This is an optimization exercise on Yosys and OpenROAD, whose aim is a short achievable clock period and few clock cycles, not a production implementation.
Function was checked by simulation only, so behaviour that the tests miss may differ from the original.
No activity file was given, so power comes from the tool's default toggle rates.

==> flow/design.v, too long to show whole: its modules and the start of the top module <==
// module pc: 25 lines
// module adder: 11 lines
// module mux_2to1: 29 lines
// module mux_3to1: 36 lines
// module mux_4to1: 42 lines
// module if_id_reg: 79 lines
// module regfile: 42 lines
// module imm_gen: 53 lines
// module base_integer_ctrl_unit: 96 lines
// module hazard_detection_unit: 27 lines
// module jump_hazard_detection_unit: 40 lines
// module jump_ctrl_unit: 51 lines
// module id_forwarding_unit: 42 lines
// module id_ex_reg: 119 lines
// module alu_ctrl_unit: 91 lines
// module ex_forwarding_unit: 41 lines
// module alu: 47 lines
// module ex_mem_reg: 77 lines
// module mem_wb_reg: 54 lines
// module data_mem_output_unit: 33 lines
// module cpu_core: 476 lines
module cpu_core
#(
  parameter                                                     NB_PC           = 32                ,  
  parameter                                                     NB_INSTRUCTION  = 32                ,  
  parameter                                                     NB_DATA         = 32                ,  
  parameter                                                     NB_REG          = 32                ,  
  parameter                                                     IMEM_ADDR_WIDTH = 10                ,  
  parameter                                                     DMEM_ADDR_WIDTH = 10                   
)
(
  output wire [IMEM_ADDR_WIDTH                        - 1 : 0]  o_imem_addr                         ,  
  output wire [DMEM_ADDR_WIDTH                        - 1 : 0]  o_dmem_addr                         ,  
  output wire                                                     o_dmem_we                           ,  
  output wire [NB_DATA                                - 1 : 0]  o_dmem_wdata                        ,  
  input wire  [NB_INSTRUCTION                         - 1 : 0]  i_imem_data                         ,  
  input wire  [NB_DATA                                - 1 : 0]  i_dmem_rdata                        ,  
  input wire                                                     i_en                                ,  
  input wire                                                     i_rst                               ,  
  // ...
==> flow/run.sh <==
#!/bin/bash
# synth_recipe.tcl (not shown) runs the flow's synth.tcl, then flattens the netlist and writes it again
# the make line also repeats each setting of config.mk as NAME=value (left out here)
make -C /OpenROAD-flow-scripts/flow DESIGN_CONFIG=/design/flow/config.mk WORK_HOME=/design/flow/orfs CLKGATE_MAP_FILE= SYNTH_SCRIPT=/design/flow/synth_recipe.tcl finish
==> flow/config.mk <==
export PLATFORM = sky130hd
export DESIGN_NAME = cpu_core
export DESIGN_NICKNAME = cpu_core
export VERILOG_FILES = /design/flow/design.v
export SDC_FILE = /design/flow/constraint.sdc
export NUM_CORES = 4
export LEC_CHECK = 0
export CAP_MARGIN = 20
export CORE_MARGIN = 2
export CORE_UTILIZATION = 45
export PLACE_DENSITY = 0.6
export SLEW_MARGIN = 20
==> flow/constraint.sdc <==
create_clock -name core_clock -period 10.5 [get_ports {clk}]
set_input_delay 2.1000 -clock core_clock [delete_from_list [all_inputs] [get_ports {clk}]]
set_output_delay 2.1000 -clock core_clock [all_outputs]
set_load 0.01 [all_outputs]
==> impl_metrics.env, run 1 <==
export IMPL_cp_required_ns=11.18
export IMPL_finalClockSkew_ns=0.06177
export IMPL_finalMaxSlewViolations=0
export IMPL_yosys_area_share_simple=0.1222
export IMPL_synthAdderAreaFrac=0.02565
export IMPL_routed_wl_met2_mm=144.8
export IMPL_synth_mux_area_frac=0.2184
export IMPL_async_flop_share=0
export IMPL_synth_compound_area_frac=0.09954
export IMPL_r2r_cells=30
export IMPL_synth_commonest_cells="1,391 x nor2_1, 1,096 x edfxtp_1, 646 x mux4_2"
export IMPL_seq_share=0.4307
export IMPL_routed_wirelength_mm=340.6
export IMPL_drt_first_pass_iters=8
export IMPL_grt_pass1_wl_mm=474.6
export IMPL_power_net_switching_mw=4.276
export IMPL_rrSetupSlack_ns=0.75
export IMPL_nets=7159
export IMPL_hold_path_end="u_mem_wb.func3_out[0]"
export IMPL_end_kind="flop"
export IMPL_relSlewSlack=0.1614
export IMPL_std_cell_rows=155
export IMPL_maxUsedRoutingLayer="met5"
export IMPL_first_iter_violations=10690
export IMPL_p_clk_frac=0.392
export IMPL_p_seq_mw=6.42
export IMPL_antenna_found_initial=14
export IMPL_power_frac_comb=0.170
export IMPL_status="complete, no violations"
export IMPL_rsz0062_at_grt="false"
export IMPL_setup_violations=0
export IMPL_ys_warnings_count=20
export IMPL_tritoncts="built"
export IMPL_fin_crit_ns=9.753
Testbench counts, summed over its fixed seeds: cycles 14,381.
==> module cpu_core, before the edit <==
module cpu_core
#(
  parameter                                                     NB_PC           = 32                ,  
  parameter                                                     NB_INSTRUCTION  = 32                ,  
  parameter                                                     NB_DATA         = 32                ,  
  parameter                                                     NB_REG          = 32                ,  
  parameter                                                     IMEM_ADDR_WIDTH = 10                ,  
  parameter                                                     DMEM_ADDR_WIDTH = 10                   
)
(
  output wire [IMEM_ADDR_WIDTH                        - 1 : 0]  o_imem_addr                         ,  
  output wire [DMEM_ADDR_WIDTH                        - 1 : 0]  o_dmem_addr                         ,  
  output wire                                                     o_dmem_we                           ,  
  output wire [NB_DATA                                - 1 : 0]  o_dmem_wdata                        ,  
  input wire  [NB_INSTRUCTION                         - 1 : 0]  i_imem_data                         ,  
  input wire  [NB_DATA                                - 1 : 0]  i_dmem_rdata                        ,  
  input wire                                                     i_en                                ,  
  input wire                                                     i_rst                               ,  
  input wire                                                     clk                                    
)                                                                                                    ;
  localparam                                                    NB_REGFILE_ADDR  = 5                ;
  localparam                                                    NB_CTRL          = 9                ;
  localparam                                                    NB_ALU_OP        = 2                ;
  localparam                                                    NB_ALU_OP_CODE   = 6                ;
  localparam                                                    NB_FUNC3         = 3                ;
  localparam                                                    NB_FUNC7         = 7                ;
  localparam                                                    NB_DATA_SIZE     = 6                ;  
  localparam                                                    NB_FORWARD       = 2                ;
  localparam                                                    B_TYPE           = 7'b1100011       ;  
  localparam                                                    BEQ              = 3'b000           ;
  localparam                                                    BNE              = 3'b001           ;
  localparam                                                    BLT              = 3'b100           ;
  localparam                                                    BGE              = 3'b101           ;
  localparam                                                    BLTU             = 3'b110           ;
  localparam                                                    BGEU             = 3'b111           ;
  localparam                                                    PC_SRC_PLUS4     = 2'b00            ;  
  localparam                                                    PC_SRC_JAL       = 2'b01            ;  
  localparam                                                    PC_SRC_JALR      = 2'b10            ;  
  localparam                                                    PC_SRC_BRANCH    = 2'b11            ;  
  wire [NB_PC          - 1 : 0]  pc_out                                                             ;  
  wire [NB_PC          - 1 : 0]  pc_plus4                                                           ;  
  wire [NB_PC          - 1 : 0]  pc_next_mux                                                        ;  
  wire [NB_INSTRUCTION - 1 : 0]  imem_rdata                                                         ;  
  wire [NB_PC          - 1 : 0]  ifid_pc                                                            ;
  wire [NB_PC          - 1 : 0]  ifid_pc_next                                                       ;
  wire [NB_INSTRUCTION - 1 : 0]  ifid_instr                                                         ;
  wire [NB_REGFILE_ADDR- 1 : 0]  ifid_rd_addr                                                       ;
  wire [NB_FUNC3       - 1 : 0]  ifid_func3                                                         ;
  wire [NB_REGFILE_ADDR- 1 : 0]  ifid_rs1_addr                                                      ;
  wire [NB_REGFILE_ADDR- 1 : 0]  ifid_rs2_addr                                                      ;
  wire [NB_FUNC7       - 1 : 0]  ifid_func7                                                         ;
  wire [6                   : 0]  ifid_opcode_7b                                                     ;
  assign ifid_opcode_7b = ifid_instr[6:0]                                                           ;
  wire [NB_REG         - 1 : 0]  rs1_data_raw                                                       ;  
  wire [NB_REG         - 1 : 0]  rs2_data_raw                                                       ;  
  wire [NB_DATA        - 1 : 0]  imm_ext                                                            ;  
  wire [NB_CTRL        - 1 : 0]  ctrl_signals                                                       ;  
  wire                            haz_write_enable                                                   ;  
  wire                            haz_ctrl_mux                                                       ;  
  wire                            jhaz_write_enable                                                  ;  
  wire                            stall                                                              ;  
  assign stall = ~haz_write_enable | ~jhaz_write_enable                                             ;
  wire [1                   : 0]  jump_pc_src                                                        ;
  wire                            jump_reg_write                                                     ;
  wire                            jump_flush                                                         ;
  wire [NB_PC          - 1 : 0]  id_pc_imm                                                          ;
  wire [NB_PC          - 1 : 0]  id_rs1_imm                                                         ;
  wire [NB_FORWARD     - 1 : 0]  id_fwd_a                                                           ;
  wire [NB_FORWARD     - 1 : 0]  id_fwd_b                                                           ;
  wire [NB_REG         - 1 : 0]  id_rs1_fwd                                                         ;  
  wire [NB_REG         - 1 : 0]  id_rs2_fwd                                                         ;  
  reg                             branch_taken_reg                                                   ;
  wire                            branch_taken                                                       ;
  assign branch_taken = branch_taken_reg                                                             ;
  wire [1                   : 0]  pc_src                                                             ;
  assign pc_src = branch_taken          ? PC_SRC_BRANCH :
                  (jump_pc_src == 2'b01) ? PC_SRC_JAL    :
                  (jump_pc_src == 2'b10) ? PC_SRC_JALR   :
                                           PC_SRC_PLUS4   ;
  wire                            flush_ifid                                                         ;
  assign flush_ifid = (branch_taken | jump_flush) & i_en                                            ;
  wire                            idex_reg_write                                                     ;
  wire                            idex_mem_read                                                      ;
  wire                            idex_mem_write                                                     ;
  wire                            idex_alu_source                                                    ;
  wire                            idex_mem_to_reg                                                    ;
  wire [NB_ALU_OP      - 1 : 0]  idex_alu_op                                                        ;
  wire [NB_DATA_SIZE   - 1 : 0]  idex_data_size                                                     ;
  wire [NB_DATA        - 1 : 0]  idex_rs1_data                                                      ;
  wire [NB_DATA        - 1 : 0]  idex_rs2_data                                                      ;
  wire [NB_DATA        - 1 : 0]  idex_immediate                                                     ;
  wire [NB_REGFILE_ADDR- 1 : 0]  idex_rd_addr                                                       ;
  wire [NB_FUNC3       - 1 : 0]  idex_func3                                                         ;
  wire [NB_REGFILE_ADDR- 1 : 0]  idex_rs1_addr                                                      ;
  wire [NB_REGFILE_ADDR- 1 : 0]  idex_rs2_addr                                                      ;
  wire [NB_FUNC7       - 1 : 0]  idex_func7                                                         ;
  wire                            idex_flush                                                         ;
  assign idex_flush = (stall & i_en) | i_rst                                                        ;  
  wire [NB_ALU_OP_CODE - 1 : 0]  alu_opcode                                                         ;  
  wire [NB_DATA        - 1 : 0]  alu_result                                                         ;  
  wire                            alu_zero                                                           ;  
  wire                            alu_carry                                                          ;  
  wire [NB_FORWARD     - 1 : 0]  ex_fwd_a                                                           ;  
  wire [NB_FORWARD     - 1 : 0]  ex_fwd_b                                                           ;  
  wire [NB_DATA        - 1 : 0]  ex_alu_a                                                           ;  
  wire [NB_DATA        - 1 : 0]  ex_alu_b_pre                                                       ;  
  wire [NB_DATA        - 1 : 0]  ex_alu_b                                                           ;  
  wire                            exmem_reg_write                                                    ;
  wire                            exmem_mem_read                                                     ;
  wire                            exmem_mem_write                                                    ;
  wire                            exmem_mem_to_reg                                                   ;
  wire [1                   : 0]  exmem_data_size                                                    ;  
  wire [NB_DATA        - 1 : 0]  exmem_alu                                                          ;
  wire [NB_DATA        - 1 : 0]  exmem_data2                                                        ;  
  wire [NB_REGFILE_ADDR- 1 : 0]  exmem_rd_addr                                                      ;
  wire [NB_FUNC3       - 1 : 0]  exmem_func3                                                        ;
  wire [NB_DATA        - 1 : 0]  dmem_rdata_cpu                                                     ;  
  wire                            memwb_reg_write                                                    ;
  wire                            memwb_mem_to_reg                                                   ;
  wire [NB_DATA        - 1 : 0]  memwb_data                                                         ;  
  wire [NB_DATA        - 1 : 0]  memwb_alu                                                          ;  
  wire [NB_REGFILE_ADDR- 1 : 0]  memwb_rd_addr                                                      ;
  wire [NB_FUNC3       - 1 : 0]  memwb_func3                                                        ;
  wire [NB_DATA        - 1 : 0]  wb_mem_data                                                        ;  
  wire [NB_DATA        - 1 : 0]  wb_result                                                          ;  
  wire                            regfile_wr_en                                                      ;
  wire [NB_REGFILE_ADDR- 1 : 0]  regfile_wr_addr                                                    ;
  wire [NB_DATA        - 1 : 0]  regfile_wr_data                                                    ;
  wire  pc_wen    = i_en & ~stall                                                                    ;  
  wire  ifid_en   = i_en & ~stall                                                                    ;  
  wire  idex_en   = ifid_en                                                                          ;  
  wire  exmem_en  = i_en                                                                             ;  
  wire  memwb_en  = i_en                                                                             ;  
  wire  reset_all = i_rst                                                                            ;
  pc #(
    .NB_PC        (NB_PC)
  ) u_pc (
    .o_pc         (pc_out),
    .i_pc         (pc_next_mux),
    .i_write_en   (pc_wen),
    .i_reset      (reset_all),
    .clock        (clk)
  );
  adder #(
    .NB_ADDER     (NB_PC)
  ) u_pc4_adder (
    .o_result     (pc_plus4),
    .i_data_a     (pc_out),
    .i_data_b     ({{(NB_PC-3){1'b0}}, 3'd4})
  );
  assign imem_rdata  = i_imem_data                                                                  ;
  assign o_imem_addr = pc_out[IMEM_ADDR_WIDTH+1:2]                                                  ;
  mux_4to1 #(
    .NB_MUX       (NB_PC)
  ) u_pc_mux (
    .o_mux        (pc_next_mux),
    .i_data_a     (pc_plus4),     
    .i_data_b     (id_pc_imm),    
    .i_data_c     (id_rs1_imm),   
    .i_data_d     (id_pc_imm),    
    .i_data_sel   (pc_src)
  );
  if_id_reg #(
    .NB_INSTR     (NB_INSTRUCTION),
    .NB_PC        (NB_PC)
  ) u_if_id (
    .o_pc         (ifid_pc),
    .o_pc_next    (ifid_pc_next),
    .o_instruction(ifid_instr),
    .o_opcode     (),             
    .o_rd_addr    (ifid_rd_addr),
    .o_func3      (ifid_func3),
    .o_rs1_addr   (ifid_rs1_addr),
    .o_rs2_addr   (ifid_rs2_addr),
    .o_func7      (ifid_func7),
    .i_instruction(imem_rdata),
    .i_pc         (pc_out),
    .i_pc_next    (pc_plus4),
    .i_flush      (flush_ifid),
    .i_enable     (ifid_en),
    .i_rst        (reset_all),
    .clock        (clk)
  );
  regfile #(
    .NB_DATA      (NB_REG)
  ) u_regfile (
    .o_data_a         (rs1_data_raw),
    .o_data_b         (rs2_data_raw),
    .i_read_address_a (ifid_rs1_addr),
    .i_read_address_b (ifid_rs2_addr),
    .i_write_address  (regfile_wr_addr),
    .i_write_data     (regfile_wr_data),
    .i_write_enable   (regfile_wr_en),
    .i_reset          (reset_all),
    .clock            (clk)
  );
  imm_gen #(
    .NB_DATA      (NB_DATA)
  ) u_imm_gen (
    .o_immediate  (imm_ext),
    .i_instruction(ifid_instr)
  );
  base_integer_ctrl_unit #(
    .NB_CTRL      (NB_CTRL),
    .NB_OPCODE    (7),
    .NB_FUNC3     (NB_FUNC3)
  ) u_ctrl_unit (
    .o_ctrl       (ctrl_signals),
    .i_opcode     (ifid_opcode_7b),
    .i_func3      (ifid_func3)
  );
  hazard_detection_unit #(
    .NB_ADDR      (NB_REGFILE_ADDR)
  ) u_hazard (
    .o_write_enable   (haz_write_enable),
    .o_control_mux    (haz_ctrl_mux),
    .i_id_ex_mem_read (idex_mem_read),
    .i_id_ex_rd       (idex_rd_addr),
    .i_if_id_rs1      (ifid_rs1_addr),
    .i_if_id_rs2      (ifid_rs2_addr)
  );
  jump_hazard_detection_unit #(
    .NB_OPCODE    (7),
    .NB_ADDR      (NB_REGFILE_ADDR)
  ) u_jump_hazard (
    .o_write_enable   (jhaz_write_enable),
    .i_opcode         (ifid_opcode_7b),
    .i_ex_reg_write   (idex_reg_write),
    .i_ex_rd          (idex_rd_addr),
    .i_id_rs1         (ifid_rs1_addr),
    .i_id_rs2         (ifid_rs2_addr),
    .i_mem_mem_read   (exmem_mem_read),
    .i_mem_rd         (exmem_rd_addr),
    .clock            (clk)
  );
  jump_ctrl_unit #(
    .NB_PC        (NB_PC),
    .NB_OPCODE    (7)
  ) u_jump_ctrl (
    .o_pc_src     (jump_pc_src),
    .o_reg_write  (jump_reg_write),
    .o_flush      (jump_flush),
    .i_opcode     (ifid_opcode_7b),
    .i_stall      (stall)
  );
  id_forwarding_unit #(
    .NB_ADDR      (NB_REGFILE_ADDR)
  ) u_id_fwd (
    .o_forward_a      (id_fwd_a),
    .o_forward_b      (id_fwd_b),
    .i_id_rs1         (ifid_rs1_addr),
    .i_id_rs2         (ifid_rs2_addr),
    .i_mem_rd         (exmem_rd_addr),
    .i_wb_rd          (memwb_rd_addr),
    .i_mem_reg_write  (exmem_reg_write),
    .i_wb_reg_write   (memwb_reg_write),
    .i_mem_mem_read   (exmem_mem_read)
  );
  mux_3to1 #(
    .NB_MUX       (NB_REG)
  ) u_id_fwd_mux_a (
    .o_mux        (id_rs1_fwd),
    .i_data_a     (rs1_data_raw),   
    .i_data_b     (exmem_alu),      
    .i_data_c     (wb_result),      
    .i_data_sel   (id_fwd_a)
  );
  mux_3to1 #(
    .NB_MUX       (NB_REG)
  ) u_id_fwd_mux_b (
    .o_mux        (id_rs2_fwd),
    .i_data_a     (rs2_data_raw),   
    .i_data_b     (exmem_alu),      
    .i_data_c     (wb_result),      
    .i_data_sel   (id_fwd_b)
  );
  adder #(
    .NB_ADDER     (NB_PC)
  ) u_branch_adder (
    .o_result     (id_pc_imm),
    .i_data_a     (ifid_pc),
    .i_data_b     (imm_ext)
  );
  adder #(
    .NB_ADDER     (NB_PC)
  ) u_jalr_adder (
    .o_result     (id_rs1_imm),
    .i_data_a     (id_rs1_fwd),
    .i_data_b     (imm_ext)
  );
  always @(*)
  begin
    branch_taken_reg = 1'b0                                                                         ;
    if (ifid_opcode_7b == B_TYPE && ~stall && i_en)
    begin
      case (ifid_func3)
        BEQ     : branch_taken_reg = (id_rs1_fwd == id_rs2_fwd)                                    ;
        BNE     : branch_taken_reg = (id_rs1_fwd != id_rs2_fwd)                                    ;
        BLT     : branch_taken_reg = ($signed(id_rs1_fwd) <  $signed(id_rs2_fwd))                  ;
        BGE     : branch_taken_reg = ($signed(id_rs1_fwd) >= $signed(id_rs2_fwd))                  ;
        BLTU    : branch_taken_reg = (id_rs1_fwd <  id_rs2_fwd)                                    ;
        BGEU    : branch_taken_reg = (id_rs1_fwd >= id_rs2_fwd)                                    ;
        default : branch_taken_reg = 1'b0                                                          ;
      endcase
    end
  end
  id_ex_reg #(
    .NB_DATA      (NB_DATA),
    .NB_CTRL      (NB_CTRL)
  ) u_id_ex (
    .o_reg_write  (idex_reg_write),
    .o_mem_read   (idex_mem_read),
    .o_mem_write  (idex_mem_write),
    .o_alu_source (idex_alu_source),
    .o_mem_to_reg (idex_mem_to_reg),
    .o_alu_op     (idex_alu_op),
    .o_data_size  (idex_data_size),
    .o_rs1_data   (idex_rs1_data),
    .o_rs2_data   (idex_rs2_data),
    .o_immediate  (idex_immediate),
    .o_rd_addr    (idex_rd_addr),
    .o_func3      (idex_func3),
    .o_rs1_addr   (idex_rs1_addr),
    .o_rs2_addr   (idex_rs2_addr),
    .o_func7      (idex_func7),
    .i_control    (((ifid_opcode_7b == 7'b1101111) || (ifid_opcode_7b == 7'b1100111)) ? (ctrl_signals | 9'b000001000) : ctrl_signals),  
    .i_rs1_data   ((ifid_opcode_7b == 7'b0010111 ||
                      ifid_opcode_7b == 7'b1101111 ||
                      ifid_opcode_7b == 7'b1100111) ? ifid_pc :
                     (ifid_opcode_7b == 7'b0110111) ? {NB_DATA{1'b0}} : id_rs1_fwd),  
    .i_rs2_data   (id_rs2_fwd),
    .i_immediate  ((ifid_opcode_7b == 7'b1101111 ||
                      ifid_opcode_7b == 7'b1100111) ? 32'd4 : imm_ext),  
    .i_rd_addr    (ifid_rd_addr),
    .i_func3      (ifid_func3),
    .i_rs1_addr   ((ifid_opcode_7b == 7'b0010111 || ifid_opcode_7b == 7'b0110111 ||
                      ifid_opcode_7b == 7'b1101111 || ifid_opcode_7b == 7'b1100111) ? {NB_REGFILE_ADDR{1'b0}} : ifid_rs1_addr),  
    .i_rs2_addr   (ifid_rs2_addr),
    .i_func7      (ifid_func7),
    .i_flush      (idex_flush),
    .i_enable     (idex_en),
    .clock        (clk)
  );
  alu_ctrl_unit #(
    .NB_ALU_OP    (NB_ALU_OP),
    .NB_OP_CODE   (NB_ALU_OP_CODE),
    .NB_FUNCT7    (NB_FUNC7),
    .NB_FUNCT3    (NB_FUNC3)
  ) u_alu_ctrl (
    .o_alu_op_code(alu_opcode),
    .i_alu_op     (idex_alu_op),
    .i_funct7     (idex_func7),
    .i_funct3     (idex_func3)
  );
  ex_forwarding_unit #(
    .NB_ADDR      (NB_REGFILE_ADDR)
  ) u_ex_fwd (
    .o_forward_a      (ex_fwd_a),
    .o_forward_b      (ex_fwd_b),
    .i_ex_rs1         (idex_rs1_addr),
    .i_ex_rs2         (idex_rs2_addr),
    .i_mem_rd         (exmem_rd_addr),
    .i_wb_rd          (memwb_rd_addr),
    .i_mem_reg_write  (exmem_reg_write),
    .i_wb_reg_write   (memwb_reg_write)
  );
  mux_3to1 #(
    .NB_MUX       (NB_DATA)
  ) u_ex_fwd_mux_a (
    .o_mux        (ex_alu_a),
    .i_data_a     (idex_rs1_data),   
    .i_data_b     (exmem_alu),       
    .i_data_c     (wb_result),       
    .i_data_sel   (ex_fwd_a)
  );
  mux_3to1 #(
    .NB_MUX       (NB_DATA)
  ) u_ex_fwd_mux_b (
    .o_mux        (ex_alu_b_pre),
    .i_data_a     (idex_rs2_data),   
    .i_data_b     (exmem_alu),       
    .i_data_c     (wb_result),       
    .i_data_sel   (ex_fwd_b)
  );
  mux_2to1 #(
    .NB_MUX       (NB_DATA)
  ) u_alu_src_mux (
    .o_mux        (ex_alu_b),
    .i_data_a     (ex_alu_b_pre),    
    .i_data_b     (idex_immediate),  
    .i_data_sel   (idex_alu_source)
  );
  alu #(
    .NB_DATA      (NB_DATA),
    .NB_OP_CODE   (NB_ALU_OP_CODE)
  ) u_alu (
    .o_result     (alu_result),
    .o_zero       (alu_zero),
    .o_carry      (alu_carry),
    .i_data_a     (ex_alu_a),
    .i_data_b     (ex_alu_b),
    .i_op_code    (alu_opcode)
  );
  ex_mem_reg #(
    .NB_DATA      (NB_DATA),
    .NB_ADDR      (NB_REGFILE_ADDR),
    .NB_FUNC3     (NB_FUNC3),
    .NB_DATA_SIZE (2)
  ) u_ex_mem (
    .o_reg_write  (exmem_reg_write),
    .o_mem_read   (exmem_mem_read),
    .o_mem_write  (exmem_mem_write),
    .o_mem_to_reg (exmem_mem_to_reg),
    .o_data_size  (exmem_data_size),
    .o_alu        (exmem_alu),
    .o_data2      (exmem_data2),
    .o_rd_addr    (exmem_rd_addr),
    .o_func3      (exmem_func3),
    .i_reg_write  (idex_reg_write),
    .i_mem_read   (idex_mem_read),
    .i_mem_write  (idex_mem_write),
    .i_mem_to_reg (idex_mem_to_reg),
    .i_data_size  (idex_data_size[1:0]),   
    .i_alu        (alu_result),
    .i_data2      (ex_alu_b_pre),          
    .i_rd_addr    (idex_rd_addr),
    .i_func3      (idex_func3),
    .i_enable     (exmem_en),
    .i_flush      (reset_all),
    .clock        (clk)
  );
  assign dmem_rdata_cpu = i_dmem_rdata                                                              ;
  assign o_dmem_addr    = exmem_alu[DMEM_ADDR_WIDTH-1:0]                                            ;
  assign o_dmem_we      = i_en & exmem_mem_write                                                    ;
  assign o_dmem_wdata   = exmem_data2                                                               ;
  mem_wb_reg #(
    .NB_DATA      (NB_DATA),
    .NB_ADDR      (NB_REGFILE_ADDR),
    .NB_FUNC3     (NB_FUNC3)
  ) u_mem_wb (
    .o_reg_write  (memwb_reg_write),
    .o_mem_to_reg (memwb_mem_to_reg),
    .o_data       (memwb_data),
    .o_alu        (memwb_alu),
    .o_rd_addr    (memwb_rd_addr),
    .o_func3      (memwb_func3),
    .i_reg_write  (exmem_reg_write),
    .i_mem_to_reg (exmem_mem_to_reg),
    .i_data       (dmem_rdata_cpu),
    .i_alu        (exmem_alu),
    .i_rd_addr    (exmem_rd_addr),
    .i_func3      (exmem_func3),
    .i_enable     (memwb_en),
    .i_rst        (reset_all),
    .clock        (clk)
  );
  data_mem_output_unit #(
    .NB_DATA      (NB_DATA),
    .NB_FUNC3     (NB_FUNC3)
  ) u_dmem_out (
    .o_data       (wb_mem_data),
    .i_data       (memwb_data),
    .i_func3      (memwb_func3)
  );
  mux_2to1 #(
    .NB_MUX       (NB_DATA)
  ) u_wb_mux (
    .o_mux        (wb_result),
    .i_data_a     (memwb_alu),     
    .i_data_b     (wb_mem_data),   
    .i_data_sel   (memwb_mem_to_reg)
  );
  assign regfile_wr_en   = memwb_reg_write & i_en                                                   ;
  assign regfile_wr_addr = memwb_rd_addr                                                            ;
  assign regfile_wr_data = wb_result                                                                ;
endmodule
==> run 2, diff against run 1 <==
==> flow/design.v (replaced) <==
`default_nettype none
module cpu_core
(
  output wire [9:0]   o_imem_addr ,
  output wire [9:0]   o_dmem_addr ,
  output wire         o_dmem_we   ,
  output wire [31:0]  o_dmem_wdata,
  input  wire [31:0]  i_imem_data ,
  input  wire [31:0]  i_dmem_rdata,
  input  wire         i_en        ,
  input  wire         i_rst       ,
  input  wire         clk
);
  reg  [31:0] pc_f;                        
  reg  [31:0] ex_a, ex_b;                  
  reg  [31:0] ex_sd;                       
  reg  [31:0] ex_pre;                      
  reg  [31:0] ex_tgt;                      
  reg  [4:0]  ex_rd;
  reg         ex_wen;                      
  reg  [31:1] ex_wsel;                     
  reg         ex_st;
  reg         ex_ld_b, ex_ld_h, ex_ld_w, ex_ld_bu, ex_ld_hu;
  reg         ex_use_pre;
  reg         ex_jal, ex_jalr;
  reg         ex_beq, ex_bne, ex_blt, ex_bge, ex_bltu, ex_bgeu;
  reg         op_add, op_sub, op_sll, op_slt, op_sltu, op_xor, op_srl, op_sra, op_or, op_and;
  reg  [31:0] regs [1:31];
  wire        eq     = (ex_a == ex_b);
  wire        ltu    = (ex_a <  ex_b);
  wire        lt     = ($signed(ex_a) < $signed(ex_b));
  wire        taken  = ex_jal | ex_jalr |
                       (ex_beq  &  eq ) | (ex_bne  & ~eq ) |
                       (ex_blt  &  lt ) | (ex_bge  & ~lt ) |
                       (ex_bltu &  ltu) | (ex_bgeu & ~ltu);
  wire [31:0] sum    = ex_a + ex_b;
  wire [31:0] diff   = ex_a - ex_b;
  wire [31:0] shl    = ex_a << ex_b[4:0];
  wire [31:0] shr    = ex_a >> ex_b[4:0];
  wire [31:0] sha    = $signed(ex_a) >>> ex_b[4:0];
  wire [31:0] alu    = ({32{op_add }} & sum        ) |
                       ({32{op_sub }} & diff       ) |
                       ({32{op_sll }} & shl        ) |
                       ({32{op_srl }} & shr        ) |
                       ({32{op_sra }} & sha        ) |
                       ({32{op_xor }} & (ex_a ^ ex_b)) |
                       ({32{op_or  }} & (ex_a | ex_b)) |
                       ({32{op_and }} & (ex_a & ex_b)) |
                       {31'd0, (op_slt & lt) | (op_sltu & ltu)};
  wire [31:0] rdw    = i_dmem_rdata;
  wire [31:0] ldv    = ({32{ex_ld_w }} & rdw                          ) |
                       ({32{ex_ld_b }} & {{24{rdw[7]}},  rdw[7:0]}    ) |
                       ({32{ex_ld_h }} & {{16{rdw[15]}}, rdw[15:0]}   ) |
                       ({32{ex_ld_bu}} & {24'd0,         rdw[7:0]}    ) |
                       ({32{ex_ld_hu}} & {16'd0,         rdw[15:0]}   );
  wire [31:0] res    = ldv | alu | ({32{ex_use_pre}} & ex_pre);
  wire [31:0] tgt    = ex_jalr ? sum : ex_tgt;
  wire [31:0] fa     = taken ? tgt : pc_f;
  wire [11:0] jlo    = ex_a[11:0] + ex_b[11:0];
  assign o_imem_addr = taken ? (ex_jalr ? jlo[11:2] : ex_tgt[11:2]) : pc_f[11:2];
  assign o_dmem_addr  = ex_a[9:0] + ex_b[9:0];
  assign o_dmem_we    = i_en & ex_st;
  assign o_dmem_wdata = ex_sd;
  wire [31:0] ins    = i_imem_data;
  wire [4:0]  opc    = ins[6:2];
  wire [2:0]  f3     = ins[14:12];
  wire [4:0]  rd     = ins[11:7];
  wire [4:0]  rs1    = ins[19:15];
  wire [4:0]  rs2    = ins[24:20];
  wire        alt    = ins[30];
  wire        is_lui   = (opc == 5'b01101);
  wire        is_auipc = (opc == 5'b00101);
  wire        is_jal   = (opc == 5'b11011);
  wire        is_jalr  = (opc == 5'b11001);
  wire        is_br    = (opc == 5'b11000);
  wire        is_ld    = (opc == 5'b00000);
  wire        is_st    = (opc == 5'b01000);
  wire        is_opi   = (opc == 5'b00100);
  wire        is_op    = (opc == 5'b01100);
  wire        is_alu   = is_op | is_opi;
  wire [31:0] imm_i  = {{20{ins[31]}}, ins[31:20]};
  wire [31:0] imm_s  = {{20{ins[31]}}, ins[31:25], ins[11:7]};
  wire [31:0] imm_b  = {{19{ins[31]}}, ins[31], ins[7], ins[30:25], ins[11:8], 1'b0};
  wire [31:0] imm_u  = {ins[31:12], 12'd0};
  wire [31:0] imm_j  = {{11{ins[31]}}, ins[31], ins[19:12], ins[20], ins[30:21], 1'b0};
  wire        writes = is_lui | is_auipc | is_jal | is_jalr | is_ld | is_alu;
  wire        wen    = writes & (rd != 5'd0);
  wire [31:0] rf [0:31];
  assign rf[0] = 32'd0;
  genvar gi;
  generate
    for (gi = 1; gi < 32; gi = gi + 1) begin : g_rf
      assign rf[gi] = regs[gi];
    end
  endgenerate
  wire        fwd1   = ex_wen & (ex_rd == rs1);
  wire        fwd2   = ex_wen & (ex_rd == rs2);
  wire [31:0] rv1    = fwd1 ? res : rf[rs1];
  wire [31:0] rv2    = fwd2 ? res : rf[rs2];
  wire [31:0] fa_imm = is_br ? imm_b : is_jal ? imm_j : imm_u;
  wire [31:0] fa_rel = fa + fa_imm;
  wire [31:0] fa_4   = fa + 32'd4;
  integer k;
  always @(posedge clk) begin
    if (i_rst) begin
      pc_f       <= 32'd0;
      ex_wen     <= 1'b0;
      ex_wsel    <= 31'd0;
      ex_st      <= 1'b0;
      ex_ld_b    <= 1'b0;
      ex_ld_h    <= 1'b0;
      ex_ld_w    <= 1'b0;
      ex_ld_bu   <= 1'b0;
      ex_ld_hu   <= 1'b0;
      ex_use_pre <= 1'b0;
      ex_jal     <= 1'b0;
      ex_jalr    <= 1'b0;
      ex_beq     <= 1'b0;
      ex_bne     <= 1'b0;
      ex_blt     <= 1'b0;
      ex_bge     <= 1'b0;
      ex_bltu    <= 1'b0;
      ex_bgeu    <= 1'b0;
      op_add     <= 1'b0;
      op_sub     <= 1'b0;
      op_sll     <= 1'b0;
      op_slt     <= 1'b0;
      op_sltu    <= 1'b0;
      op_xor     <= 1'b0;
      op_srl     <= 1'b0;
      op_sra     <= 1'b0;
      op_or      <= 1'b0;
      op_and     <= 1'b0;
    end else if (i_en) begin
      pc_f       <= fa_4;
      ex_wen     <= wen;
      for (k = 1; k < 32; k = k + 1)
        ex_wsel[k] <= wen & (rd == k);
      ex_st      <= is_st;
      ex_ld_b    <= is_ld & (f3 == 3'b000);
      ex_ld_h    <= is_ld & (f3 == 3'b001);
      ex_ld_w    <= is_ld & (f3 == 3'b010);
      ex_ld_bu   <= is_ld & (f3 == 3'b100);
      ex_ld_hu   <= is_ld & (f3 == 3'b101);
      ex_use_pre <= is_lui | is_auipc | is_jal | is_jalr;
      ex_jal     <= is_jal;
      ex_jalr    <= is_jalr;
      ex_beq     <= is_br & (f3 == 3'b000);
      ex_bne     <= is_br & (f3 == 3'b001);
      ex_blt     <= is_br & (f3 == 3'b100);
      ex_bge     <= is_br & (f3 == 3'b101);
      ex_bltu    <= is_br & (f3 == 3'b110);
      ex_bgeu    <= is_br & (f3 == 3'b111);
      op_add     <= (is_opi & (f3 == 3'b000)) | (is_op & (f3 == 3'b000) & ~alt);
      op_sub     <= is_op & (f3 == 3'b000) & alt;
      op_sll     <= is_alu & (f3 == 3'b001);
      op_slt     <= is_alu & (f3 == 3'b010);
      op_sltu    <= is_alu & (f3 == 3'b011);
      op_xor     <= is_alu & (f3 == 3'b100);
      op_srl     <= is_alu & (f3 == 3'b101) & ~alt;
      op_sra     <= is_alu & (f3 == 3'b101) & alt;
      op_or      <= is_alu & (f3 == 3'b110);
      op_and     <= is_alu & (f3 == 3'b111);
    end
  end
  always @(posedge clk) begin
    if (i_en) begin
      ex_rd  <= rd;
      ex_a   <= rv1;
      ex_b   <= (is_op | is_br) ? rv2 : (is_st ? imm_s : imm_i);
      ex_sd  <= rv2;
      ex_pre <= is_lui ? imm_u : is_auipc ? fa_rel : fa_4;
      ex_tgt <= fa_rel;
    end
  end
  always @(posedge clk) begin
    for (k = 1; k < 32; k = k + 1) begin
      if (i_rst)
        regs[k] <= 32'd0;
      else if (i_en & ex_wsel[k])
        regs[k] <= res;
    end
  end
endmodule
--- a/flow/config.mk
+++ b/flow/config.mk
@@ -5,8 +5,11 @@
 export SDC_FILE = /design/flow/constraint.sdc
 export NUM_CORES = 4
 export LEC_CHECK = 0
+export ABC_CLOCK_PERIOD_IN_PS = 4000
 export CAP_MARGIN = 20
 export CORE_MARGIN = 2
 export CORE_UTILIZATION = 45
 export PLACE_DENSITY = 0.6
+export SETUP_SLACK_MARGIN = 5
 export SLEW_MARGIN = 20
+export TNS_END_PERCENT = 100
==> run 2 against run 1 <==
Compared with the run above: still clean on timing, DRC and antenna; register-to-register slack gained 3.7 ns; clock power fell by 13%; die area shrank 18%; synthesized cell count increased by 8.9%; sequential power is 22% lower; clock skew fell by 0.029 ns; critical path type is now flop to output pin; critical endpoint is now o_imem_addr[4].
==> impl_metrics.env, run 2 <==
export IMPL_status="complete, no violations"
export IMPL_ctsHoldBuffers=0
export IMPL_path_class="flop to output pin"
export IMPL_dp_hpwl_mm=221.8
export IMPL_place_inst=9098
export IMPL_crit_path_frequent_cell="buf_6"
export IMPL_dieWidth_um=386.9
export IMPL_worstMarginPinSlew_ns=1.350
export IMPL_finalCritPeriodShare=0.5787
export IMPL_die_h_um=386.9
export IMPL_synth_seq_cells=1246
export IMPL_worstPathCellList="inv_2 -> ha_4 -> or4_4 -> nor2_4 -> and4_4 -> mux2_4 -> a31oi_4 -> buf_6 -> buf_6 -> nor2_8 -> buf_4 -> buf_6 -> nand2_2 -> nand2_2 -> buf_6"
export IMPL_grtUsageMet2=0.6735
export IMPL_synth_top_area_frac=0.3280
export IMPL_crit_buf_inv=6
export IMPL_vias=70840
export IMPL_clockRootBuffer="clkbuf_16"
export IMPL_finalWeightedCongestion=1.019
export IMPL_layoutNonFillerInstCount=9615
export IMPL_avgSynthCellArea_um2=8.623
export IMPL_use_met3=0.1646
export IMPL_std_cell_rows=140
export IMPL_path_max_fanout=5
export IMPL_cellPowerDensity_mw_per_mm2=154.7
export IMPL_ir_worst_vdd_uv=173.2
export IMPL_yosysMostFrequentCell="nor2_1"
export IMPL_cp_required_ns=8.40
export IMPL_fin_crit_ns=6.076
export IMPL_htree_levels=4
export IMPL_io_buffers=117
export IMPL_tns_ns=0
export IMPL_async_flop_share=0
export IMPL_largest_reg_flops=992
export IMPL_rsz0062_at_grt="true"
export IMPL_die_area_mm2=0.1497
export IMPL_tritoncts="built"
export IMPL_layout_drive_gt1_share=0.1607
export IMPL_viasPerCell=7.367
export IMPL_synth_cells=7651
export IMPL_synth_top_area_cell="dfxtp_1"
export IMPL_finalHoldViolCount=0
export IMPL_ys_types=109
export IMPL_end_kind="output pin"
export IMPL_syn_to_final_growth_pct=18.35
export IMPL_cts_buffer_depth=3
export IMPL_cts_inserted_buffers=141
export IMPL_netlist_area_mm2=0.06598
export IMPL_min_path_type="flop to flop"
export IMPL_synth_commonest_cells="1,319 x nor2_1, 1,081 x dfxtp_1, 996 x a211oi_1"
export IMPL_antenna_found_initial=20
export IMPL_drc=0
export IMPL_grtUsageTotal=0.4650
export IMPL_worstHoldPathCells=2
export IMPL_arrival_ns=3.98
export IMPL_maxCapViolCount=0
export IMPL_clkTransAtPathRegs_ns=0.06
export IMPL_grt_pass1_vias=63810
export IMPL_coreArea_mm2=0.1456
export IMPL_io_pins=120
export IMPL_finalClockSkew_ns=0.03268
export IMPL_clock_latency_ns=0.80
export IMPL_cts_sinks=1246
export IMPL_met1_usage=0.5556
export IMPL_leakagePower_nw=25.93
export IMPL_cp_num_cells=15
export IMPL_cp_slowest_cell="or4_4"
export IMPL_finalMaxSlewViolations=0
export IMPL_synth_edff_count=165
export IMPL_busiest_layer="met2"
export IMPL_start_kind="flop"
export IMPL_cp_slowest_stage_delay_ns=0.59
export IMPL_routed_wirelength_mm=366.7
export IMPL_drtAntennaViolNets=0
export IMPL_drt_first_pass_iters=12
export IMPL_post_route_util=0.5364
export IMPL_synth_area_leaders="dfxtp_1 33%, a211oi_1 11%, edfxtp_1 7.5%"
export IMPL_fmaxAchievable_ghz=0.1646
export IMPL_grt_pass1_wl_mm=501.7
export IMPL_ys_warnings_count=2
export IMPL_initial_core_util=0.4533
export IMPL_layout_common_cells="1,251 x nor2_1, 1,078 x dfxtp_1, 989 x a211oi_1"
export IMPL_ys_seq_area_frac=0.4031
export IMPL_nets=7767
export IMPL_grt_max_degree=222
export IMPL_crit_family="simple AND/OR/NAND/NOR gates"
export IMPL_r2r_cells=25
export IMPL_first_iter_violations=13740
export IMPL_globalRouteOverflowTotal=0
export IMPL_avgRoutedWirePerCell_um=38.13
export IMPL_setup_violations=0
export IMPL_relSlewSlack=0.1001
export IMPL_mostFrequentLayoutCell="nor2_1"
export IMPL_top_register="regs"
export IMPL_synth_flop_cell="dfxtp_1"
run 2: logic make-up after synthesis:
kind of cell / count (synthesis) / synth area share
compound gates: 2821 / 0.3216
buf+inv: 972 / 0.05663
flops: 1246 / 0.4031
simple gates: 2182 / 0.1459
mux: 184 / 0.03243
fa+ha+maj: 127 / 0.02439
xor+xnor: 119 / 0.01602
run 2: path summary, 6_finish.rpt:
kind | start | end | slack, ns
min | ex_st | ex_st | 0.46
min reg2reg | ex_st | ex_st | 0.46
max | ex_a[12] | o_imem_addr[4] | 4.42
max reg2reg | ex_b[0] | ex_pre[31] | 4.47
run 2: layout make-up:
| cell class | instances | area (um2) |
|---|---|---|
| diodes | 17 | 42.54 |
| clock buffers | 201 | 3998 |
| clock inverters | 49 | 571.8 |
| fillers | 13460 | 67480 |
| inverters | 139 | 535.5 |
| multi-input cells | 5437 | 38630 |
| flip-flops and latches | 1246 | 26600 |
| well taps | 1917 | 2399 |
| repair buffers | 608 | 5308 |
| repair inverters | 1 | 5.005 |
run 2: layer usage:
metal / vias to the layer above / wire (um)
li1: 29040 / -
met1: 33590 / 128600
met2: 6165 / 147000
met3: 2038 / 51500
met4: 10 / 39490
met5: - / 91
run 2: tightest hold or removal path, stage by stage (launching register included):
cell and delay, ns:
dfxtp_1 0.31, nand2_1 0.05, a21oi_1 0.05
run 2: per-stage QoR:
stage          setup WS [ns]  hold WS [ns]  power, mW  instance area (um2)
6_report               4.424        0.4611      12.08                78080
5_1_grt                4.370        0.4919      12.31                78040
4_1_cts                4.334        0.4658      11.80                76410
3_5_place_dp           3.079        0.4578      6.677                69360
3_3_place_gp           3.163        0.4398      6.673                69340
2_1_floorplan          4.687        0.4317      6.028                66300
run 2: power by group:
group	switching (mW)	leakage [nW]	internal (mW)	total, mW
registers	0.0867	10.4	4.93	5.02
logic	1.33	13.3	0.736	2.07
clock network	2.22	2.23	2.78	5.00
total	3.63	25.9	8.45	12.1
run 2: timing repair:
item	in CTS	in global routing
setup buffers	139	101
gates resized for setup	316	168
setup endpoints to repair	419	140
pin swaps	91	109
gates cloned	8	2
Testbench counts of run 2, summed over its fixed seeds: cycles 11,918.
==> run 3, diff against run 2 <==
--- a/flow/design.v
+++ b/flow/design.v
@@ -1,3 +1,36 @@
+`default_nettype none
+module add_w
+#(
+  parameter W  = 5,
+  parameter CI = 0
+)
+(
+  output wire [W:0]   o_sum,       
+  input  wire [W-1:0] i_a  ,
+  input  wire [W-1:0] i_b
+);
+  assign o_sum = {1'b0, i_a} + {1'b0, i_b} + CI;
+endmodule
+module add_cs10
+(
+  output wire [9:0] o_sum,
+  input  wire [9:0] i_a  ,
+  input  wire [9:0] i_b
+);
+  wire [5:0] lo, hi0, hi1;
+  add_w #(.W(5), .CI(0)) u_lo  (.o_sum(lo),  .i_a(i_a[4:0]), .i_b(i_b[4:0]));
+  add_w #(.W(5), .CI(0)) u_hi0 (.o_sum(hi0), .i_a(i_a[9:5]), .i_b(i_b[9:5]));
+  add_w #(.W(5), .CI(1)) u_hi1 (.o_sum(hi1), .i_a(i_a[9:5]), .i_b(i_b[9:5]));
+  assign o_sum = {lo[5] ? hi1[4:0] : hi0[4:0], lo[4:0]};
+endmodule
+module add_32
+(
+  output wire [31:0] o_sum,
+  input  wire [31:0] i_a  ,
+  input  wire [31:0] i_b
+);
+  assign o_sum = i_a + i_b;
+endmodule
 `default_nettype none
 module cpu_core
 (
@@ -14,25 +47,33 @@
   reg  [31:0] pc_f;                        
   reg  [31:0] ex_a, ex_b;                  
   reg  [31:0] ex_sd;                       
+  reg  [9:0]  ex_abase;                    
+  reg  [9:0]  ex_aoff;                     
   reg  [31:0] ex_pre;                      
-  reg  [31:0] ex_tgt;                      
+  reg  [31:0] ex_alt;                      
   reg  [4:0]  ex_rd;
   reg         ex_wen;                      
   reg  [31:1] ex_wsel;                     
   reg         ex_st;
   reg         ex_ld_b, ex_ld_h, ex_ld_w, ex_ld_bu, ex_ld_hu;
   reg         ex_use_pre;
-  reg         ex_jal, ex_jalr;
+  reg         ex_jalr;
+  reg         ex_jslow;                    
+  reg         ex_pt;                       
   reg         ex_beq, ex_bne, ex_blt, ex_bge, ex_bltu, ex_bgeu;
   reg         op_add, op_sub, op_sll, op_slt, op_sltu, op_xor, op_srl, op_sra, op_or, op_and;
   reg  [31:0] regs [1:31];
+  reg  [63:0] bh_v;                        
+  reg  [63:0] bh_t;                        
+  reg  [5:0]  ex_bidx;                     
+  reg         ex_br;                       
   wire        eq     = (ex_a == ex_b);
   wire        ltu    = (ex_a <  ex_b);
   wire        lt     = ($signed(ex_a) < $signed(ex_b));
-  wire        taken  = ex_jal | ex_jalr |
-                       (ex_beq  &  eq ) | (ex_bne  & ~eq ) |
+  wire        cond   = (ex_beq  &  eq ) | (ex_bne  & ~eq ) |
                        (ex_blt  &  lt ) | (ex_bge  & ~lt ) |
                        (ex_bltu &  ltu) | (ex_bgeu & ~ltu);
+  wire        mispred = ex_jslow | (cond ^ ex_pt);
   wire [31:0] sum    = ex_a + ex_b;
   wire [31:0] diff   = ex_a - ex_b;
   wire [31:0] shl    = ex_a << ex_b[4:0];
@@ -54,11 +95,9 @@
                        ({32{ex_ld_bu}} & {24'd0,         rdw[7:0]}    ) |
                        ({32{ex_ld_hu}} & {16'd0,         rdw[15:0]}   );
   wire [31:0] res    = ldv | alu | ({32{ex_use_pre}} & ex_pre);
-  wire [31:0] tgt    = ex_jalr ? sum : ex_tgt;
-  wire [31:0] fa     = taken ? tgt : pc_f;
-  wire [11:0] jlo    = ex_a[11:0] + ex_b[11:0];
-  assign o_imem_addr = taken ? (ex_jalr ? jlo[11:2] : ex_tgt[11:2]) : pc_f[11:2];
-  assign o_dmem_addr  = ex_a[9:0] + ex_b[9:0];
+  wire [31:0] fix_pc = ex_jalr ? sum : ex_alt;
+  assign o_imem_addr  = pc_f[11:2];
+  add_cs10 u_dadd (.o_sum(o_dmem_addr), .i_a(ex_abase), .i_b(ex_aoff));
   assign o_dmem_we    = i_en & ex_st;
   assign o_dmem_wdata = ex_sd;
   wire [31:0] ins    = i_imem_data;
@@ -85,6 +124,7 @@
   wire [31:0] imm_j  = {{11{ins[31]}}, ins[31], ins[19:12], ins[20], ins[30:21], 1'b0};
   wire        writes = is_lui | is_auipc | is_jal | is_jalr | is_ld | is_alu;
   wire        wen    = writes & (rd != 5'd0);
+  wire        v      = ~mispred;           
   wire [31:0] rf [0:31];
   assign rf[0] = 32'd0;
   genvar gi;
@@ -97,9 +137,19 @@
   wire        fwd2   = ex_wen & (ex_rd == rs2);
   wire [31:0] rv1    = fwd1 ? res : rf[rs1];
   wire [31:0] rv2    = fwd2 ? res : rf[rs2];
-  wire [31:0] fa_imm = is_br ? imm_b : is_jal ? imm_j : imm_u;
-  wire [31:0] fa_rel = fa + fa_imm;
-  wire [31:0] fa_4   = fa + 32'd4;
+  wire [31:0] pc_4   = pc_f + 32'd4;
+  wire [31:0] pc_b, pc_j, pc_u, pc_jr;
+  add_32 u_pcb (.o_sum(pc_b), .i_a(pc_f), .i_b(imm_b));
+  add_32 u_pcj (.o_sum(pc_j), .i_a(pc_f), .i_b(imm_j));
+  add_32 u_pcu (.o_sum(pc_u), .i_a(pc_f), .i_b(imm_u));
+  wire        br_st  = ins[31] | (f3 == 3'b001) | (f3 == 3'b101) | (f3 == 3'b111);
+  wire [5:0]  bidx   = pc_f[7:2];
+  wire        br_pt  = is_br & (bh_v[bidx] ? bh_t[bidx] : br_st);
+  wire        jfast  = is_jalr & fwd1 & ex_use_pre;
+  add_32 u_pcjr (.o_sum(pc_jr), .i_a(ex_pre), .i_b(imm_i));
+  wire [31:0] pc_pred = is_jal ? pc_j : br_pt ? pc_b : jfast ? pc_jr : pc_4;
+  wire [31:0] pc_next = mispred ? fix_pc : pc_pred;
+  wire [9:0]  ls_off = is_st ? {ins[29:25], ins[11:7]} : ins[29:20];
   integer k;
   always @(posedge clk) begin
     if (i_rst) begin
@@ -113,8 +163,10 @@
       ex_ld_bu   <= 1'b0;
       ex_ld_hu   <= 1'b0;
       ex_use_pre <= 1'b0;
-      ex_jal     <= 1'b0;
       ex_jalr    <= 1'b0;
+      ex_jslow   <= 1'b0;
+      ex_pt      <= 1'b0;
+      ex_br      <= 1'b0;
       ex_beq     <= 1'b0;
       ex_bne     <= 1'b0;
       ex_blt     <= 1'b0;
@@ -132,45 +184,65 @@
       op_or      <= 1'b0;
       op_and     <= 1'b0;
     end else if (i_en) begin
-      pc_f       <= fa_4;
-      ex_wen     <= wen;
+      pc_f       <= pc_next;
+      ex_wen     <= v & wen;
       for (k = 1; k < 32; k = k + 1)
-        ex_wsel[k] <= wen & (rd == k);
-      ex_st      <= is_st;
-      ex_ld_b    <= is_ld & (f3 == 3'b000);
-      ex_ld_h    <= is_ld & (f3 == 3'b001);
-      ex_ld_w    <= is_ld & (f3 == 3'b010);
-      ex_ld_bu   <= is_ld & (f3 == 3'b100);
-      ex_ld_hu   <= is_ld & (f3 == 3'b101);
-      ex_use_pre <= is_lui | is_auipc | is_jal | is_jalr;
-      ex_jal     <= is_jal;
-      ex_jalr    <= is_jalr;
-      ex_beq     <= is_br & (f3 == 3'b000);
-      ex_bne     <= is_br & (f3 == 3'b001);
-      ex_blt     <= is_br & (f3 == 3'b100);
-      ex_bge     <= is_br & (f3 == 3'b101);
-      ex_bltu    <= is_br & (f3 == 3'b110);
-      ex_bgeu    <= is_br & (f3 == 3'b111);
-      op_add     <= (is_opi & (f3 == 3'b000)) | (is_op & (f3 == 3'b000) & ~alt);
-      op_sub     <= is_op & (f3 == 3'b000) & alt;
-      op_sll     <= is_alu & (f3 == 3'b001);
-      op_slt     <= is_alu & (f3 == 3'b010);
-      op_sltu    <= is_alu & (f3 == 3'b011);
-      op_xor     <= is_alu & (f3 == 3'b100);
-      op_srl     <= is_alu & (f3 == 3'b101) & ~alt;
-      op_sra     <= is_alu & (f3 == 3'b101) & alt;
-      op_or      <= is_alu & (f3 == 3'b110);
-      op_and     <= is_alu & (f3 == 3'b111);
+        ex_wsel[k] <= v & wen & (rd == k);
+      ex_st      <= v & is_st;
+      ex_ld_b    <= v & is_ld & (f3 == 3'b000);
+      ex_ld_h    <= v & is_ld & (f3 == 3'b001);
+      ex_ld_w    <= v & is_ld & (f3 == 3'b010);
+      ex_ld_bu   <= v & is_ld & (f3 == 3'b100);
+      ex_ld_hu   <= v & is_ld & (f3 == 3'b101);
+      ex_use_pre <= v & (is_lui | is_auipc | is_jal | is_jalr);
+      ex_jalr    <= v & is_jalr;
+      ex_jslow   <= v & is_jalr & ~jfast;
+      ex_pt      <= v & br_pt;
+      ex_br      <= v & is_br;
+      ex_beq     <= v & is_br & (f3 == 3'b000);
+      ex_bne     <= v & is_br & (f3 == 3'b001);
+      ex_blt     <= v & is_br & (f3 == 3'b100);
+      ex_bge     <= v & is_br & (f3 == 3'b101);
+      ex_bltu    <= v & is_br & (f3 == 3'b110);
+      ex_bgeu    <= v & is_br & (f3 == 3'b111);
+      op_add     <= v & ((is_opi & (f3 == 3'b000)) | (is_op & (f3 == 3'b000) & ~alt));
+      op_sub     <= v & is_op & (f3 == 3'b000) & alt;
+      op_sll     <= v & is_alu & (f3 == 3'b001);
+      op_slt     <= v & is_alu & (f3 == 3'b010);
+      op_sltu    <= v & is_alu & (f3 == 3'b011);
+      op_xor     <= v & is_alu & (f3 == 3'b100);
+      op_srl     <= v & is_alu & (f3 == 3'b101) & ~alt;
+      op_sra     <= v & is_alu & (f3 == 3'b101) & alt;
+      op_or      <= v & is_alu & (f3 == 3'b110);
+      op_and     <= v & is_alu & (f3 == 3'b111);
     end
   end
   always @(posedge clk) begin
     if (i_en) begin
-      ex_rd  <= rd;
-      ex_a   <= rv1;
-      ex_b   <= (is_op | is_br) ? rv2 : (is_st ? imm_s : imm_i);
-      ex_sd  <= rv2;
-      ex_pre <= is_lui ? imm_u : is_auipc ? fa_rel : fa_4;
-      ex_tgt <= fa_rel;
+      ex_rd   <= rd;
+      ex_a    <= rv1;
+      ex_b    <= (is_op | is_br) ? rv2 : imm_i;
+      ex_sd   <= rv2;
+      ex_pre  <= is_lui ? imm_u : is_auipc ? pc_u : pc_4;
+      ex_alt  <= br_pt ? pc_4 : pc_b;
+      ex_bidx <= bidx;
+    end
+  end
+  always @(posedge clk) begin
+    for (k = 0; k < 64; k = k + 1) begin
+      if (i_rst) begin
+        bh_v[k] <= 1'b0;
+        bh_t[k] <= 1'b0;
+      end else if (i_en & ex_br & (ex_bidx == k)) begin
+        bh_v[k] <= 1'b1;
+        bh_t[k] <= cond;
+      end
+    end
+  end
+  always @(posedge clk) begin
+    if (i_en & (is_ld | is_st)) begin
+      ex_abase <= rv1[9:0];
+      ex_aoff  <= ls_off;
     end
   end
   always @(posedge clk) begin
==> flow/flow/run.sh (new file) <==
#!/bin/bash
# Standard ORFS layout (the standard.sh, unchanged synthesis), with a larger setup-slack
# margin for the resizer's repair_timing steps so that timing is optimised past the 10.5 ns
# constraint. The clock period and I/O constraints are the design's.
set -euo pipefail
bash standard.sh SETUP_SLACK_MARGIN=6 finish > run_standard.log 2>&1
==> flow/standard.sh (new file) <==
#!/bin/bash
# synth_recipe.tcl (not shown) runs the flow's synth.tcl, then flattens the netlist and writes it again
# the make line also repeats each setting of config.mk as NAME=value (left out here)
make -C /OpenROAD-flow-scripts/flow DESIGN_CONFIG=/design/flow/config.mk WORK_HOME=/design/flow/orfs CLKGATE_MAP_FILE= SYNTH_SCRIPT=/design/flow/synth_recipe.tcl "${@:-finish}"
==> flow/config.mk (replaced) <==
export PLATFORM = sky130hd
export DESIGN_NAME = cpu_core
export DESIGN_NICKNAME = cpu_core
export VERILOG_FILES = /design/flow/design.v
export SDC_FILE = /design/flow/constraint.sdc
export NUM_CORES = 4
export LEC_CHECK = 0
export CAP_MARGIN = 40
export CORE_MARGIN = 2
export CORE_UTILIZATION = 60
export PLACE_DENSITY = 0.6
export SLEW_MARGIN = 40
export SYNTH_HIERARCHICAL = 1
export TNS_END_PERCENT = 100
removed: flow/run.sh
==> run 3 against run 2 <==
Compared with the run above: combinational power is 3% higher; clock-buffer cell count grew 17; die area shrank 10%; sequential share of layout area decreased by 0.97 points; clock power increased by 12%; synthesized cell count up 20%; largest power group unchanged.
==> impl_metrics.env, run 3 <==
export IMPL_multi_input_area_mm2=0.04722
export IMPL_finalWeightedCongestion=1.030
export IMPL_viasPerCell=7.792
export IMPL_coreArea_mm2=0.1298
export IMPL_relSlewSlack=0.3255
export IMPL_maxCapViolCount=0
export IMPL_grtUsageTotal=0.5383
export IMPL_routed_wirelength_mm=380.1
export IMPL_setup_violations=0
export IMPL_arrival_ns=2.72
export IMPL_netlist_area_mm2=0.07869
export IMPL_avgRoutedWirePerCell_um=35.15
export IMPL_r2r_cells=14
export IMPL_ir_worst_vdd_uv=184.8
export IMPL_grt_max_degree=139
export IMPL_fill_cells=10360
export IMPL_dieWidth_um=366.2
export IMPL_end_kind="output pin"
export IMPL_min_path_type="flop to flop"
export IMPL_rsz0062_at_grt="true"
export IMPL_cp_required_ns=8.40
export IMPL_reg2reg_to="regs[13][22]"
export IMPL_clockRootBuffer="clkbuf_16"
export IMPL_io_pins=120
export IMPL_nets=9250
export IMPL_largest_reg_flops=992
export IMPL_mostFrequentLayoutCell="nor2_1"
export IMPL_worstPathCellList="inv_1 -> ha_2 -> inv_2 -> fa_2 -> a21o_1 -> a21oi_2 -> xnor2_1 -> mux2_4 -> buf_6"
export IMPL_layout_drive_gt1_share=0.1353
export IMPL_ctsHoldBuffers=0
export IMPL_cp_slowest_cell="edfxtp_1"
export IMPL_cellPowerDensity_mw_per_mm2=147.4
export IMPL_cts_buffer_depth=3
export IMPL_drt_first_pass_iters=17
export IMPL_top_register="regs"
export IMPL_htree_levels=4
export IMPL_r2r_start="ex_b[12]"
export IMPL_ys_warnings_count=8
export IMPL_cp_slowest_stage_delay_ns=0.43
export IMPL_cts_sinks=1402
export IMPL_drtAntennaViolNets=0
export IMPL_clock_latency_ns=0.84
export IMPL_cts_inserted_buffers=148
export IMPL_die_h_um=366.2
export IMPL_layout_common_cells="1,322 x nor2_1, 1,205 x dfxtp_1, 880 x a211oi_1"
export IMPL_finalCritPeriodShare=0.4587
export IMPL_first_iter_violations=19420
export IMPL_globalRouteOverflowTotal=0
export IMPL_fin_crit_ns=4.816
export IMPL_avgSynthCellArea_um2=8.573
export IMPL_std_cell_rows=132
export IMPL_reg_top3="regs (992), bh_t (64), bh_v (64)"
export IMPL_path_max_fanout=2
export IMPL_path_class="flop to output pin"
export IMPL_grt_pass1_vias=76850
export IMPL_rrSetupSlack_ns=5.98
export IMPL_power_mw=13.35
export IMPL_antenna_found_initial=26
export IMPL_clkTransAtPathRegs_ns=0.06
export IMPL_dp_hpwl_mm=226.8
export IMPL_fmaxAchievable_ghz=0.2076
export IMPL_worstMarginPinSlew_ns=1.012
export IMPL_tritoncts="built"
export IMPL_initial_core_util=0.6062
export IMPL_finalHoldViolCount=0
export IMPL_leakagePower_nw=31.59
export IMPL_grt_pass1_wl_mm=535.4
export IMPL_vias=84250
export IMPL_synth_cells=9179
export IMPL_endpoint="o_dmem_addr[9]"
export IMPL_tns_ns=0
export IMPL_status="complete, no violations"
export IMPL_die_area_mm2=0.1341
export IMPL_whs_ns=0.4534
export IMPL_start_kind="flop"
export IMPL_finalClockSkew_ns=0.05909
export IMPL_io_buffers=117
export IMPL_startpoint="ex_aoff[5]"
export IMPL_seqCellArea_mm2=0.02999
export IMPL_finalMaxSlewViolations=0
export IMPL_post_route_util=0.6979
export IMPL_drc=0
export IMPL_syn_to_final_growth_pct=15.13
==> run 3: area by class of cell <==
cell class,count,share of cell area
Tap cell,1742,0.02406
Clock inverter,56,0.009487
Multi-Input combinational cell,6722,0.5212
Inverter,146,0.006615
Clock buffer,218,0.04733
Sequential cell,1402,0.3310
Antenna cell,11,0.0003038
Timing Repair Buffer,516,0.06009
==> run 3: what timing repair did <==
item,in CTS,in global routing
setup endpoints to repair,949,376
setup buffers,103,59
gates cloned,10,6
pin swaps,52,51
gates resized for setup,316,206
==> run 3: power breakdown <==
group	switching (mW)	internal (mW)
clock network	2.38	3.19
registers	0.107	5.53
logic	1.40	0.740
==> run 3: metal layers <==
layer | wire length, um | up-vias | GRT usage | part of all wire
li1 | - | 34350 | - | -
met1 | 127400 | 39010 | 0.6472 | 0.34
met2 | 146600 | 7994 | 0.7338 | 0.39
met3 | 63100 | 2870 | 0.2365 | 0.17
met4 | 42520 | 26 | 0.4470 | 0.11
met5 | 430 | - | 0.01531 | 0.0011
==> run 3: worst max-delay path, delay by kind of cell (launching register included) <==
kind	cells	cell delay, ns
mux	1	0.27
compound gates	2	0.32
flops	1	0.43
buf+inv	3	0.25
fa+ha+maj	2	0.54
xor+xnor	1	0.08
==> run 3: worst min path at each step <==
stage | start | end | slack, ns | cells past startpoint
6_report | ex_ld_bu | ex_ld_bu | 0.45 | 2
4_1_cts | ex_ld_bu | ex_ld_bu | 0.45 | 2
2_1_floorplan | ex_wsel[10] | ex_wsel[10] | 0.42 | 2
3_5_place_dp | ex_ld_bu | ex_ld_bu | 0.44 | 2
5_1_grt | ex_wsel[4] | ex_wsel[4] | 0.48 | 2
3_3_place_gp | ex_wsel[8] | ex_wsel[8] | 0.44 | 2
==> run 3: per-stage QoR <==
step | instances | setup slack (ns) | cell area, um2
finish | 10810 | 5.684 | 90600
global route | 10800 | 5.604 | 90580
CTS | 10730 | 5.679 | 89000
detailed placement | 10350 | 4.032 | 81860
global placement | 10320 | 3.818 | 81020
floorplan | 9193 | 5.617 | 78920
Testbench counts of run 3, summed over its fixed seeds: cycles 12,234.

what the ideal ports hide:
Ports are ideal in the flow. The routed layouts listed here were re-timed in OpenROAD.
Step 1, drivers: a clkbuf_16 drives clk and a buf_2 each remaining input, both assumed.
Step 2 moves the port delays by t, midway between the first and last clock arrival at a register: inputs arrive t later, outputs are due t later. That takes back most of the time a late clock gives input paths.
Slacks: ideal ports / drivers / drivers and shift; pairs: ideal ports / drivers.
| run | shift t [ns] | setup slack, ns | worst setup path after step 2 |
|---|---|---|---|
| run 1 | 0.912 | 0.747 / 0.747 / 0.747 | register to register |
| run 2 | 0.880 | 4.424 / 4.334 / 3.776 | input to register |
| run 3 | 0.898 | 5.684 / 5.601 / 4.928 | input to register |
After both steps setup and hold are still met in every run listed. The setup slack of run 3, which loses most, moves by -0.083 ns with the drivers and by -0.756 ns with both steps.
